What follows belongs to an exercise in optimizing a design on an open flow for small area; a production flow would make more cautious choices.
The RTL was checked by simulation tests, not by an equivalence proof against the original design.
Power figures rest on the tool's default switching activity, not on a simulated workload.

== run a ==
Design apb_uart, start of the top module:
module apb_uart (
   input  wire          clk,
                        rst_n,
   input  wire          UART_RX_I,
   output reg           UART_TX_O,
   output wire          tx_fifo_empty,
                        tx_fifo_full,
                        rx_fifo_empty,
                        rx_fifo_full,
   input  wire          PENABLE,
                        PSEL,
                        PWRITE,
   input  wire [31:0]   PWDATA,
                        PADDR,
   output reg           PREADY,
   output wire          PSLVERR,
   output wire [31:0]   PRDATA
);
   wire       access   = PSEL & PENABLE;
   wire       addr_vld = ~|PADDR[31:3];
   wire [7:0] addr     = PADDR[7:0];
   reg        dap1, dap2;
   always @(posedge clk or negedge rst_n) begin
      if (!rst_n) begin
         dap1   <= 1'b0;
         dap2   <= 1'b0;
         PREADY <= 1'b0;
      end else begin
         dap1   <= access;
         dap2   <= dap1;
         PREADY <= dap2;
      end
   end
   wire acc_rdy = PREADY & access;
   wire w_en    = acc_rdy & addr_vld & PWRITE;
   assign PSLVERR = acc_rdy & ~addr_vld;
   reg       mdr;
   reg [7:0] dll, dlh, tbr;
   reg [5:0] lcr;
   reg [3:0] ier;
   reg [3:0] fsr_d;
   reg       tx_flag;
   wire      t_empty, t_full, r_empty, r_full;
   always @(posedge clk or negedge rst_n) begin
      if (!rst_n) begin
         mdr     <= 1'b0;
         dll     <= 8'd0;
         dlh     <= 8'd0;
         lcr     <= 6'd0;
         ier     <= 4'd0;
         tbr     <= 8'd0;
         fsr_d   <= 4'd0;
         tx_flag <= 1'b0;
      end else begin
         if (w_en) begin
            case (PADDR[2:0])
               3'd0: mdr <= PWDATA[0];
               3'd1: dll <= PWDATA[7:0];
               3'd2: dlh <= PWDATA[7:0];
               3'd3: lcr <= PWDATA[5:0];
               3'd4: ier <= PWDATA[3:0];
               3'd6: tbr <= PWDATA[7:0];
               default: ;
            endcase
         end
         fsr_d   <= {r_empty, r_full, t_empty, t_full};
         tx_flag <= w_en & (PADDR[2:0] == 3'd6);
      end
   end
   wire       osm = mdr;
   wire [1:0] wls = lcr[1:0];
   wire       stb = lcr[2];
   wire       pen = lcr[3];
  ...
For scale: about 1,000 cells after synthesis, roughly 110 I/O pins.
==> flow/config.mk <==
export PLATFORM = sky130hd
export DESIGN_NAME = apb_uart
export DESIGN_NICKNAME = apb_uart
export VERILOG_FILES = /design/flow/design.v
export SDC_FILE = /design/flow/constraint.sdc
export NUM_CORES = 4
export LEC_CHECK = 0
export CAP_MARGIN = 0
export CORE_MARGIN = 2
export CORE_UTILIZATION = 40
export SLEW_MARGIN = 0
==> flow/constraint.sdc <==
create_clock -name core_clock -period 10.0 [get_ports {clk}]
set_input_delay 2.0000 -clock core_clock [delete_from_list [all_inputs] [get_ports {clk}]]
set_output_delay 2.0000 -clock core_clock [all_outputs]
set_load 0.01 [all_outputs]
standard.sh (not shown) runs the stock make flow with config.mk's settings and CLKGATE_MAP_FILE= SYNTH_SCRIPT=/design/flow/synth_recipe.tcl, a recipe that flattens the netlist after the stock synthesis.
==> flow/flow/run.sh <==
#!/bin/bash
# The standard layout, with three changes:
#  - synthesis: the standard synthesis (synth_recipe.tcl), then the combinational cells are
#    mapped again by ABC for area (flow/remap.tcl); the registers stay as they are;
#  - the port buffers are the smallest buffer cell (buf_1), and the buffers ABC added are removed;
#  - clock tree: clkbuf_8 cells, clusters of up to 20 sinks, no dummy loads.
# Each tool's output is in the ORFS logs under orfs/logs; make's output goes to standard_flow.log.
set -euo pipefail
WORK=$(pwd)
printf 'source %s/synth_recipe.tcl\nsource %s/flow/remap.tcl\n' "$WORK" "$WORK" > "$WORK/remap_synth.tcl"
CTS="-sink_clustering_enable -repair_clock_nets -dont_use_dummy_load -buf_list sky130_fd_sc_hd__clkbuf_8 -sink_clustering_size 20 -sink_clustering_max_diameter 60"
bash standard.sh "SYNTH_SCRIPT=$WORK/remap_synth.tcl" "BUFFER_PORTS_ARGS=-buffer_cell sky130_fd_sc_hd__buf_1" \
   "CTS_ARGS=$CTS" REMOVE_ABC_BUFFERS=1 finish > standard_flow.log 2>&1
Other scripts of this flow, unchanged in this note and not shown: flow/flow/area.script, flow/flow/genmodels.py, flow/flow/remap.tcl
Run a | status: complete | timing, DRC, antenna: pass
## Diff of input files: run b against run a
- setting GPL_TIMING_DRIVEN to 0 for the first time
- changing CORE_UTILIZATION from 40 to 60
- changing CAP_MARGIN from 0 to 20
- changing SLEW_MARGIN from 0 to 20
Notes after the runs:
- When run b is measured against run a, its fraction of final layout cells sized beyond drive strength 1 turns out 0.76 points higher.
- Taking run a as the reference point, the number of fillers in the final layout of run b falls by 48%.
- Run b improves on run a in overall routed net length.
- There was hardly any difference in switching power total between run a and run b.
- Run b: share of the final layout cell area in multi-input gates 0.55 points above run a
- Summary: with run a as the reference, cell count in run b moved down by more than 10%.
- Area of the multi-input gates up about 1.2% in run b wrt run a
- When run b is set beside run a, its power turns out to be 0.69% larger.
- Run b ended with less met1 routed wirelength after detailed routing than run a.
- Across run b and run a, none had a timing, DRC or antenna violation.


The RTL this note starts from:
==> flow/design.v <==
module apb_uart (
   input  wire          clk,
                        rst_n,
   input  wire          UART_RX_I,
   output reg           UART_TX_O,
   output wire          tx_fifo_empty,
                        tx_fifo_full,
                        rx_fifo_empty,
                        rx_fifo_full,
   input  wire          PENABLE,
                        PSEL,
                        PWRITE,
   input  wire [31:0]   PWDATA,
                        PADDR,
   output reg           PREADY,
   output wire          PSLVERR,
   output wire [31:0]   PRDATA
);
   wire       access   = PSEL & PENABLE;
   wire       addr_vld = ~|PADDR[31:3];
   wire [7:0] addr     = PADDR[7:0];
   reg        dap1, dap2;
   always @(posedge clk or negedge rst_n) begin
      if (!rst_n) begin
         dap1   <= 1'b0;
         dap2   <= 1'b0;
         PREADY <= 1'b0;
      end else begin
         dap1   <= access;
         dap2   <= dap1;
         PREADY <= dap2;
      end
   end
   wire acc_rdy = PREADY & access;
   wire w_en    = acc_rdy & addr_vld & PWRITE;
   assign PSLVERR = acc_rdy & ~addr_vld;
   reg       mdr;
   reg [7:0] dll, dlh, tbr;
   reg [5:0] lcr;
   reg [3:0] ier;
   reg [3:0] fsr_d;
   reg       tx_flag;
   wire      t_empty, t_full, r_empty, r_full;
   always @(posedge clk or negedge rst_n) begin
      if (!rst_n) begin
         mdr     <= 1'b0;
         dll     <= 8'd0;
         dlh     <= 8'd0;
         lcr     <= 6'd0;
         ier     <= 4'd0;
         tbr     <= 8'd0;
         fsr_d   <= 4'd0;
         tx_flag <= 1'b0;
      end else begin
         if (w_en) begin
            case (PADDR[2:0])
               3'd0: mdr <= PWDATA[0];
               3'd1: dll <= PWDATA[7:0];
               3'd2: dlh <= PWDATA[7:0];
               3'd3: lcr <= PWDATA[5:0];
               3'd4: ier <= PWDATA[3:0];
               3'd6: tbr <= PWDATA[7:0];
               default: ;
            endcase
         end
         fsr_d   <= {r_empty, r_full, t_empty, t_full};
         tx_flag <= w_en & (PADDR[2:0] == 3'd6);
      end
   end
   wire       osm = mdr;
   wire [1:0] wls = lcr[1:0];
   wire       stb = lcr[2];
   wire       pen = lcr[3];
   wire       eps = lcr[4];
   wire       bge = lcr[5];
   reg  [7:0] rbr;
   reg  [7:0] rd;
   always @(*) begin
      case (addr)
         8'd0: rd = {7'd0, mdr};
         8'd1: rd = dll;
         8'd2: rd = dlh;
         8'd3: rd = {2'd0, lcr};
         8'd4: rd = {4'd0, ier};
         8'd5: rd = {4'd0, fsr_d};
         8'd6: rd = tbr;
         default: rd = rbr;
      endcase
   end
   assign PRDATA = {24'd0, rd};
   reg  tx_flag_q, rx_flag_q;
   wire rx_flag = (addr == 8'd7);
   always @(posedge clk) begin
      tx_flag_q <= tx_flag;
      rx_flag_q <= rx_flag;
   end
   wire tx_push = tx_flag & ~tx_flag_q;
   wire rx_pop  = rx_flag & ~rx_flag_q;
   assign tx_fifo_empty = ier[1] & t_empty;
   assign tx_fifo_full  = ier[0] & t_full;
   assign rx_fifo_empty = ier[3] & r_empty;
   assign rx_fifo_full  = ier[2] & r_full;
   reg  [15:0] bcnt;
   reg         baud_clk;
   wire [15:0] bcnt_inc = bcnt + 16'd1;
   always @(posedge clk or negedge rst_n) begin
      if (!rst_n) begin
         bcnt     <= 16'd0;
         baud_clk <= 1'b0;
      end else if (bge) begin
         if (bcnt_inc == {dlh, dll}) begin
            baud_clk <= 1'b1;
            bcnt     <= 16'd0;
         end else begin
            baud_clk <= 1'b0;
            bcnt     <= bcnt_inc;
         end
      end
   end
   wire baud_en = baud_clk & bge;
   reg  [4:0] twp, trp;
   reg  [7:0] tram [0:15];
   reg  [7:0] tx_data;
   wire       tx_pop;
   assign t_empty = (twp == trp);
   assign t_full  = (twp[3:0] == trp[3:0]) & (twp[4] ^ trp[4]);
   wire   t_wen   = tx_push & ~t_full;
   wire   t_ren   = tx_pop & ~t_empty;
   always @(posedge clk) begin
      if (t_wen) tram[twp[3:0]] <= tbr;
      if (t_ren) tx_data <= tram[trp[3:0]];
   end
   always @(posedge clk or negedge rst_n) begin
      if (!rst_n) begin
         twp <= 5'd0;
         trp <= 5'd0;
      end else begin
         if (t_wen) twp <= twp + 5'd1;
         if (t_ren) trp <= trp + 5'd1;
      end
   end
   reg  [4:0] rwp, rrp;
   reg  [7:0] rram [0:15];
   wire       rx_push;
   reg  [7:0] rx_data;
   assign r_empty = (rwp == rrp);
   assign r_full  = (rwp[3:0] == rrp[3:0]) & (rwp[4] ^ rrp[4]);
   wire   r_wen   = rx_push & ~r_full;
   wire   r_ren   = rx_pop & ~r_empty;
   always @(posedge clk) begin
      if (r_wen) rram[rwp[3:0]] <= rx_data;
      if (r_ren) rbr <= rram[rrp[3:0]];
   end
   always @(posedge clk or negedge rst_n) begin
      if (!rst_n) begin
         rwp <= 5'd0;
         rrp <= 5'd0;
      end else begin
         if (r_wen) rwp <= rwp + 5'd1;
         if (r_ren) rrp <= rrp + 5'd1;
      end
   end
   localparam [2:0] S_IDLE = 3'd0, S_START = 3'd1, S_DATA = 3'd2,
                    S_PARITY = 3'd3, S_STOP1 = 3'd4, S_STOP2 = 3'd5;
   reg  [3:0] ttc;
   reg        ttick;
   wire       ttc_end = (ttc == (osm ? 4'd12 : 4'd15));
   always @(posedge clk or negedge rst_n) begin
      if (!rst_n) begin
         ttc   <= 4'd0;
         ttick <= 1'b0;
      end else begin
         ttick <= baud_en & ttc_end;
         if (baud_en) ttc <= ttc_end ? 4'd0 : ttc + 4'd1;
      end
   end
   reg  [2:0] tst;
   reg  [3:0] tcnt;
   wire       t_in_data = (tst == S_DATA);
   wire       tdone     = (tcnt == {2'b01, wls});
   always @(posedge clk or negedge rst_n) begin
      if (!rst_n) begin
         tst <= S_IDLE;
      end else if (ttick) begin
         case (tst)
            S_IDLE:   if (!t_empty) tst <= S_START;
            S_START:  tst <= S_DATA;
            S_DATA:   if (tdone) tst <= pen ? S_PARITY : S_STOP1;
            S_PARITY: tst <= S_STOP1;
            S_STOP1:  tst <= stb ? S_STOP2 : (t_empty ? S_IDLE : S_START);
            S_STOP2:  tst <= t_empty ? S_IDLE : S_START;
            default:  tst <= S_IDLE;
         endcase
      end
   end
   always @(posedge clk or negedge rst_n) begin
      if (!rst_n)
         tcnt <= 4'd0;
      else if (!t_in_data)
         tcnt <= 4'd0;
      else if (ttick)
         tcnt <= tcnt + 4'd1;
   end
   reg  tstart_q, tovf;
   always @(posedge clk) begin
      tstart_q <= (tst == S_START);
      tovf     <= t_in_data & (tovf | (ttick & (tcnt[2:0] == 3'd7)));
   end
   assign tx_pop = (tst == S_START) & ~tstart_q;
   wire serial_out = ~tovf & tx_data[tcnt[2:0]];
   reg  xor_all;
   always @(*) begin
      case (wls)
         2'b00: xor_all = ^tx_data[4:0];
         2'b01: xor_all = ^tx_data[5:0];
         2'b10: xor_all = ^tx_data[6:0];
         default: xor_all = ^tx_data[7:0];
      endcase
   end
   wire parity = eps ? xor_all : ~xor_all;
   always @(*) begin
      case (tst)
         S_START:  UART_TX_O = 1'b0;
         S_DATA:   UART_TX_O = serial_out;
         S_PARITY: UART_TX_O = parity;
         default:  UART_TX_O = 1'b1;
      endcase
   end
   reg  [2:0] rst_s;
   wire       r_idle = (rst_s == S_IDLE);
   wire       r_in_data = (rst_s == S_DATA);
   reg  [3:0] rtc;
   reg        rtmp, rtq;
   wire [3:0] rtc_mid = osm ? 4'd6 : 4'd7;
   wire [3:0] rtc_max = osm ? 4'd12 : 4'd15;
   always @(posedge clk or negedge rst_n) begin
      if (!rst_n) begin
         rtc  <= 4'd0;
         rtmp <= 1'b0;
      end else if (r_idle) begin
         rtc  <= 4'd0;
         rtmp <= 1'b0;
      end else if (baud_en) begin
         if (rtc == rtc_mid) begin
            rtmp <= 1'b1;
            rtc  <= rtc + 4'd1;
         end else begin
            rtmp <= 1'b0;
            rtc  <= (rtc == rtc_max) ? 4'd0 : rtc + 4'd1;
         end
      end
   end
   always @(posedge clk) rtq <= rtmp;
   wire rtick = rtmp & ~rtq;
   reg  [3:0] rcnt;
   wire       rdone = (rcnt == {2'b01, wls});
   always @(posedge clk or negedge rst_n) begin
      if (!rst_n) begin
         rst_s <= S_IDLE;
      end else begin
         case (rst_s)
            S_IDLE:   if (!UART_RX_I) rst_s <= S_START;
            S_START:  if (rtick) rst_s <= S_DATA;
            S_DATA:   if (rtick & rdone)
                         rst_s <= pen ? S_PARITY : (stb ? S_STOP1 : S_STOP2);
            S_PARITY: if (rtick) rst_s <= stb ? S_STOP1 : S_STOP2;
            S_STOP1:  if (rtick) rst_s <= S_STOP2;
            S_STOP2:  if (rtick) rst_s <= UART_RX_I ? S_IDLE : S_START;
            default:  rst_s <= S_IDLE;
         endcase
      end
   end
   always @(posedge clk or negedge rst_n) begin
      if (!rst_n)
         rcnt <= 4'd0;
      else if (!r_in_data)
         rcnt <= 4'd0;
      else if (rtick)
         rcnt <= rcnt + 4'd1;
   end
   reg [7:0] sipo;
   reg       rstop2_q;
   always @(posedge clk) begin
      if (rtick & r_in_data) sipo <= {UART_RX_I, sipo[7:1]};
      rstop2_q <= (rst_s == S_STOP2);
   end
   assign rx_push = (rst_s == S_STOP2) & ~rstop2_q;
   always @(*) begin
      case (wls)
         2'b00: rx_data = {3'b000, sipo[7:3]};
         2'b01: rx_data = {2'b00, sipo[7:2]};
         2'b10: rx_data = {1'b0, sipo[7:1]};
         default: rx_data = sipo;
      endcase
   end
endmodule
export LEC_CHECK = 0
export CAP_MARGIN = 20
export CORE_MARGIN = 2
export CORE_UTILIZATION = 40
export SLEW_MARGIN = 20
create_clock -name core_clock -period 10.0 [get_ports {clk}]
==> flow/flow/run.sh <==
#!/bin/bash
# Standard ORFS layout, with port buffers of the smallest buffer cell and a CTS with no dummy loads.
set -euo pipefail
CTS="-sink_clustering_enable -repair_clock_nets -dont_use_dummy_load -buf_list \"sky130_fd_sc_hd__clkbuf_4\" -sink_clustering_size 10 -sink_clustering_max_diameter 40"
bash standard.sh "BUFFER_PORTS_ARGS=-buffer_cell sky130_fd_sc_hd__buf_1" "CTS_ARGS=$CTS" finish > standard_flow.log 2>&1
The starting point finished with timing, DRC and antenna clean.
Edit:
==> flow/flow/run.sh (replaced) <==
#!/bin/bash
# Standard ORFS layout, with port buffers of the smallest buffer cell and a CTS with no dummy loads.
set -euo pipefail
CTS="-sink_clustering_enable -repair_clock_nets -dont_use_dummy_load -buf_list \"sky130_fd_sc_hd__clkbuf_8\" -sink_clustering_size 20 -sink_clustering_max_diameter 60"
bash standard.sh "BUFFER_PORTS_ARGS=-buffer_cell sky130_fd_sc_hd__buf_1" "CTS_ARGS=$CTS" finish > standard_flow.log 2>&1
Fmax hardly moves.
Clock skew rose by 0.027 ns.
Synthesized cell count is unchanged.

-- re-timing with driven ports --
Ports are ideal in the flow. The routed layouts listed here were re-timed in OpenROAD.
Step 1: set_driving_cell puts a clkbuf_16 on clk and a buf_2 on each other input, an assumption about the parent block.
Step 2 moves the port delays by t, midway between the first and last clock arrival at a register: inputs arrive t later, outputs are due t later. That takes back most of the time a late clock gives input paths.
Slacks: ideal ports / drivers / drivers and shift; pairs: ideal ports / drivers.
run | shift t [ns] | slack for setup (ns) | cell pins on the clock port's net
run a | 0.615 | 4.120 / 4.083 / 4.083 | 1
run b | 0.627 | 3.890 / 3.854 / 3.854 | 1
the first run of note 2 | 0.818 | 4.141 / 4.113 / 4.113 | 1
the second run of note 2 | 0.653 | 4.130 / 4.074 / 4.074 | 1
After both steps setup and hold are still met in every run listed. The setup slack of the second run of note 2, which loses most, moves by -0.056 ns with the drivers and by -0.056 ns with both steps.
